What follows belongs to an exercise in optimizing a design on an open flow for small area and a short achievable clock period; a production flow would make more cautious choices. The RTL was checked by simulation tests, not by an equivalence proof against the original design. No activity file was given, so power comes from the tool's default toggle rates.

run H:
Design fc_head, start of the top module:
module fc_head #(
    parameter DATA_WIDTH = 16,
    parameter NUM_INPUTS = 1024,
    parameter NUM_OUTPUTS = 4
)(
    input clk,
    input rst,
    input [DATA_WIDTH-1:0] myinput,
    input [DATA_WIDTH*NUM_OUTPUTS-1:0] myweights,
    input myinputValid,
    output [DATA_WIDTH*NUM_OUTPUTS-1:0] softmax_out,
    output softmax_valid,
    output [7:0] led_control,
    output [DATA_WIDTH*NUM_OUTPUTS-1:0] logits
);
    reg [9:0] input_count;
    reg [63:0] weights;
    reg last0, last1, last2, last3, logit_valid, rst_d, clr;
    reg [7:0] b_one, b_two, b_neg;
    wire take = myinputValid && !rst;
    wire [16:0] xe = {myinput, 1'b0};
    wire [7:0] e_one, e_two, e_neg;
    genvar i;
    generate
        for (i = 0; i < 8; i = i + 1) begin : booth
            assign e_one[i] = xe[2*i+1] ^ xe[2*i];
            assign e_two[i] = (xe[2*i+2] & ~xe[2*i+1] & ~xe[2*i]) | (~xe[2*i+2] & xe[2*i+1] & xe[2*i]);
            assign e_neg[i] = xe[2*i+2];
        end
    endgenerate
    always @(posedge clk) begin
  ...
Size: about 5,600 cells after synthesis, ~840 flip-flops, ~54,000 sq um of cells after synthesis.
==> flow/config.mk <==
export PLATFORM = sky130hd
export DESIGN_NAME = fc_head
export DESIGN_NICKNAME = fc_head
export VERILOG_FILES = /design/flow/design.v
export SDC_FILE = /design/flow/constraint.sdc
export NUM_CORES = 4
export LEC_CHECK = 0
export ABC_CLOCK_PERIOD_IN_PS = 1500
export CAP_MARGIN = 20
export CORE_MARGIN = 2
export CORE_UTILIZATION = 40
export SETUP_SLACK_MARGIN = 4.8
export SLEW_MARGIN = 20
==> flow/constraint.sdc <==
create_clock -name core_clock -period 8.0 [get_ports {clk}]
set_input_delay 1.6000 -clock core_clock [delete_from_list [all_inputs] [get_ports {clk}]]
set_output_delay 1.6000 -clock core_clock [all_outputs]
set_load 0.01 [all_outputs]
run.sh (not shown) runs the stock make flow with config.mk's settings and CLKGATE_MAP_FILE= SYNTH_SCRIPT=/design/flow/synth_recipe.tcl, a recipe that flattens the netlist after the stock synthesis.
For run Y, these inputs were changed with respect to run H:
# run H
export LEC_CHECK = 0
export ABC_CLOCK_PERIOD_IN_PS = 1500
export CAP_MARGIN = 20
export CORE_MARGIN = 2
export CORE_UTILIZATION = 40
export SETUP_SLACK_MARGIN = 4.8
export SLEW_MARGIN = 20
create_clock -name core_clock -period 8.0 [get_ports {clk}]
# run Y
export LEC_CHECK = 0
export ABC_AREA = 1
export CAP_MARGIN = 20
export CORE_MARGIN = 2
export CORE_UTILIZATION = 40
export SETUP_SLACK_MARGIN = 4.8
export SLEW_MARGIN = 20
create_clock -name core_clock -period 8.0 [get_ports {clk}]
- Aggregate routed wire length for run Y: 13,000 microns up relative to run H
- | met1 layer wirelength in the final routing | lower: run H |
- On worst setup slack after placement, run H beats run Y.
- Compared to run H, run Y leaves less free space in the core.
- In the tables for run H and run Y, power reads higher with run Y.
- Compared with run H, run Y shows a lower clock skew.
- Adder-cell share of the synthesized area in run Y vs run H: down 0.69 points
- First-pass GRT wire length, run H and run Y, lower one = run H.


Another version of the RTL of fc_head (not shown whole).
Size: roughly 5300 cells after synthesis, about 220 I/O pins.
export LEC_CHECK = 0
export ABC_CLOCK_PERIOD_IN_PS = 1500
export CAP_MARGIN = 20
export CORE_MARGIN = 2
export CORE_UTILIZATION = 40
export CTS_CLUSTER_DIAMETER = 80
export CTS_CLUSTER_SIZE = 30
export SETUP_SLACK_MARGIN = 4.8
export SLEW_MARGIN = 20
create_clock -name core_clock -period 8.0 [get_ports {clk}]
standard.sh (not shown) runs the stock make flow with config.mk's settings and CLKGATE_MAP_FILE= SYNTH_SCRIPT=/design/flow/synth_recipe.tcl, a recipe that flattens the netlist after the stock synthesis.
==> flow/flow/run.sh <==
#!/bin/bash
export SYNTH_ARGS="-noabc"
bash standard.sh > standard.log 2>&1
Then changed:
CTS_CLUSTER_DIAMETER = 70   (was 80)
CTS_CLUSTER_SIZE = 24   (was 30)
SETUP_SLACK_MARGIN = 4.9   (was 4.8)
Effect: The new run completed with no timing, DRC or antenna violations; clock-buffer cell count rises by 29; sequential cell count does not change; final area rises by 4.2%; global-route usage rises by 0.74 points; via count rises by 2.8%.
Then changed:
SETUP_SLACK_MARGIN = 5.0   (was 4.9)
Sequential power hardly moves. Area after synthesis does not change. Final cell count rose by 2.3%. Power climbs by 4.1%. Setup slack loses 0.036 ns. Hold slack gains 0.0049 ns. Global-route usage goes up by 0.88 points. Die area stays the same.
Then changed:
==> flow/run.sh (new file) <==
#!/bin/bash
# synth_recipe.tcl (not shown) runs the flow's synth.tcl, then flattens the netlist and writes it again
# the make line also repeats each setting of config.mk as NAME=value (left out here)
make -C /OpenROAD-flow-scripts/flow DESIGN_CONFIG=/design/flow/config.mk WORK_HOME=/design/flow/orfs CLKGATE_MAP_FILE= SYNTH_SCRIPT=/design/flow/synth_recipe.tcl finish
CTS_CLUSTER_DIAMETER = 80   (was 70)
CTS_CLUSTER_SIZE = 30   (was 24)
SETUP_SLACK_MARGIN = 4.8   (was 5.0)
removed: flow/flow/run.sh
removed: flow/standard.sh
=> The new run went through all stages and came out clean. Hold slack degrades by 0.0032 ns. Wire length came out lower by a few percent. Cell area came out lower by a few percent. Utilization came out lower by 2.5 points. Clock-buffer cell count came out lower by 21. Die area came out higher by a few percent. Total power came out lower by a few percent. Area after synthesis came out higher by a few percent. Clock skew came out lower by 0.015 ns. Combinational power came out lower by a few percent.
Then changed:
==> flow/flow/run.sh (new file) <==
#!/bin/bash
cp standard.sh standard_sh_copy.log 2>/dev/null
export SYNTH_ARGS="-noabc"
bash standard.sh > standard.log 2>&1
==> flow/standard.sh (new file) <==
#!/bin/bash
# synth_recipe.tcl (not shown) runs the flow's synth.tcl, then flattens the netlist and writes it again
# the make line also repeats each setting of config.mk as NAME=value (left out here)
make -C /OpenROAD-flow-scripts/flow DESIGN_CONFIG=/design/flow/config.mk WORK_HOME=/design/flow/orfs CLKGATE_MAP_FILE= SYNTH_SCRIPT=/design/flow/synth_recipe.tcl "${@:-finish}"
removed: flow/run.sh
What happened: The changed run ran to the end with no violations. Clock power falls by about 2%. Total power decreases by 6.9%. Worst setup slack is better by 0.37 ns. Clock skew is about the same. Via count is lower by about 4.7%. Cell count drops by about 6%. Maximum frequency came out higher by about 12%. Die area went down by 2.5%. Non-clock buffer count decreases by 108. Area after synthesis shrinks by 2.6%. Routed wire length fell by about 5.4%.


== red ==
fc_head, a different RTL version from the one above (not shown whole).
For scale: ~5700 cells after synthesis, about 220 I/O pins, ~0.055 sq mm of cells after synthesis.
Settings: LEC_CHECK=0, ABC_CLOCK_PERIOD_IN_PS=1500, CAP_MARGIN=20, CORE_MARGIN=2, CORE_UTILIZATION=40, SETUP_SLACK_MARGIN=5.0, SLEW_MARGIN=20; clock period 8.0 ns.
run.sh (not shown) runs the stock make flow with config.mk's settings and CLKGATE_MAP_FILE= SYNTH_SCRIPT=/design/flow/synth_recipe.tcl, a recipe that flattens the netlist after the stock synthesis.
Stock flow here: none of the scripts above is used.
red | stages: all done | timing, DRC, antenna: all pass
## Diff of input files: blue against red
- a change of SETUP_SLACK_MARGIN from 5.0 to 4.8
- a change of ABC_CLOCK_PERIOD_IN_PS from 1500 to 3000
- an added CTS_CLUSTER_SIZE of 30
- an added CTS_CLUSTER_DIAMETER of 80
Higher placed wire-length estimate after detailed placement goes to red over blue. Sequential share of layout area is higher on blue. Length of routed met2 wiring ended up about 13% lower on blue than on red. Slowest stage cell on the critical path = fa_1: blue; slowest stage cell on the critical path = fa_2: red. Count of multi-input combinational gates essentially unchanged between blue and red. From red to blue the numbers moved as follows: final area now smaller, post-layout total power now smaller. ~same worst setup margin in blue and red. Compared with red, blue shows a higher pin count of the biggest net entering global routing. blue vs red — global-route usage dropped 1.8 points.
--- input diff blue..green ---
- ABC_CLOCK_PERIOD_IN_PS now 1500, was 3000
- CTS_CLUSTER_DIAMETER no longer set, was 80
- CTS_CLUSTER_SIZE no longer set, was 30
- green: core utilization 0.81 points above blue
- Delta (green minus blue): number of cells on the critical path now smaller; sequential fraction of total cell area lower; met2 usage went up 0.33 points.
- The lower number of fill cells came out of green.
- The cell with the largest stage delay on the worst path comes out dfxtp_4 in one run and fa_1 in the other, namely in green and blue respectively.
- Sequential power of blue is on par with green.


lane 1:
fc_head again, from the RTL that the note above started with.
export LEC_CHECK = 0
export ABC_CLOCK_PERIOD_IN_PS = 1500
export CAP_MARGIN = 5
export CORE_MARGIN = 2
export CORE_UTILIZATION = 40
export CTS_CLUSTER_DIAMETER = 80
export CTS_CLUSTER_SIZE = 30
export SETUP_SLACK_MARGIN = 4.8
export SLEW_MARGIN = 5
create_clock -name core_clock -period 8.0 [get_ports {clk}]
--- input diff lane 1..lane 2 ---
Settings: CAP_MARGIN now 20, was 5; SLEW_MARGIN now 20, was 5.
==> flow/flow/run.sh (new file) <==
#!/bin/bash
cp standard.sh standard_sh_copy.log 2>/dev/null
export SYNTH_ARGS="-noabc"
bash standard.sh > standard.log 2>&1
==> flow/standard.sh (new file) <==
#!/bin/bash
# synth_recipe.tcl (not shown) runs the flow's synth.tcl, then flattens the netlist and writes it again
# the make line also repeats each setting of config.mk as NAME=value (left out here)
make -C /OpenROAD-flow-scripts/flow DESIGN_CONFIG=/design/flow/config.mk WORK_HOME=/design/flow/orfs CLKGATE_MAP_FILE= SYNTH_SCRIPT=/design/flow/synth_recipe.tcl "${@:-finish}"
removed: flow/run.sh
## What came out
Lane 2: overall power after layout higher than lane 1. From lane 1 to lane 2 the numbers moved as follows: pin count of the biggest net entering global routing down 1, width of the chip moved down, finished layout cell area went down by about 0.4%, final cycle utilization of the critical path shows an increase of 9.2 points. Between lane 1 and lane 2, highest fanout seen on the critical path is lower for lane 1, lane 2 comes in above that.
Modified inputs, lane 3 compared to lane 2
Settings: swapping 4.8 for 4.65 in SETUP_SLACK_MARGIN.
==> flow/run.sh (new file) <==
#!/bin/bash
# synth_recipe.tcl (not shown) runs the flow's synth.tcl, then flattens the netlist and writes it again
# the make line also repeats each setting of config.mk as NAME=value (left out here)
make -C /OpenROAD-flow-scripts/flow DESIGN_CONFIG=/design/flow/config.mk WORK_HOME=/design/flow/orfs CLKGATE_MAP_FILE= SYNTH_SCRIPT=/design/flow/synth_recipe.tcl finish
removed: flow/flow/run.sh
removed: flow/standard.sh
Notes after the runs:
In terms of number of buffers on the longest clock path, lane 3 and lane 2 differ only marginally. Going from lane 2 to lane 3, total non-filler cell area in the finished layout shrank slightly. Compared with lane 2, lane 3 shows part of the power in the clock network higher by 2.0 points. Lane 3 against lane 2: data arrival time at the worst-slack endpoint lower, worst hold slack saw little to no change, clock latency on the worst-skew pair rose 30 ps, area after synthesis up about 4.3%. In the metrics for lane 3 and lane 2, the one carrying the higher placed cell area is lane 3. Maximum clock rate in lane 3 vs lane 2: up 0.047 GHz. Relative to lane 2, lane 3 degrades die footprint.

## port drivers added, routing unchanged
In the flow no input, the clock included, has a driving cell. The finished layouts below were timed again as built, in two steps. Step 1, drivers: a clkbuf_16 drives clk and a buf_2 each remaining input, both assumed. Step 2, shift: input delay + t, output delay - t, t = (earliest + latest rising clock arrival at the registers) / 2. This alone moves slack from input paths to output paths. a / b / c = ideal ports / drivers / drivers and shift; a / b = the first two.
| run | shift t [ns] | slack for setup (ns) | hold WS [ns] | worst setup path after step 2 | worst register clock-pin slew, ns |
|---|---|---|---|---|---|
| run H | 0.805 | 4.808 / 4.767 / 4.626 | 0.417 / 0.417 / 0.417 | input to register | 0.07 / 0.07 |
| run Y | 0.799 | 4.745 / 4.745 / 4.412 | 0.402 / 0.402 / 0.402 | input to register | 0.07 / 0.07 |
| the first run of note 2 | 0.754 | 4.849 / 4.793 / 4.601 | 0.433 / 0.433 / 0.433 | input to register | 0.12 / 0.12 |
| the second run of note 2 | 0.756 | 4.898 / 4.898 / 4.454 | 0.442 / 0.442 / 0.442 | input to register | 0.09 / 0.09 |
| the third run of note 2 | 0.766 | 4.862 / 4.862 / 4.546 | 0.447 / 0.447 / 0.447 | input to register | 0.10 / 0.10 |
| the fourth run of note 2 | 0.761 | 4.484 / 4.484 / 4.436 | 0.443 / 0.443 / 0.443 | input to register | 0.11 / 0.11 |
| the fifth run of note 2 | 0.754 | 4.849 / 4.793 / 4.601 | 0.433 / 0.433 / 0.433 | input to register | 0.12 / 0.12 |
| red | 0.778 | 4.827 / 4.827 / 4.600 | 0.427 / 0.427 / 0.427 | input to register | 0.07 / 0.07 |
| blue | 0.760 | 4.830 / 4.783 / 4.597 | 0.428 / 0.428 / 0.428 | input to register | 0.11 / 0.11 |
| green | 0.773 | 4.823 / 4.751 / 4.596 | 0.430 / 0.430 / 0.430 | input to register | 0.07 / 0.07 |
| lane 1 | 0.764 | 4.841 / 4.799 / 4.609 | 0.441 / 0.441 / 0.441 | input to register | 0.11 / 0.11 |
| lane 2 | 0.746 | 4.104 / 4.104 / 4.104 | 0.437 / 0.437 / 0.437 | register to register | 0.11 / 0.11 |
| lane 3 | 0.773 | 4.708 / 4.668 / 4.629 | 0.438 / 0.438 / 0.438 | input to register | 0.11 / 0.11 |
After both steps setup and hold are still met in every run listed. The setup slack of the second run of note 2, which loses most, moves by 0.000 ns with the drivers and by -0.444 ns with both steps.
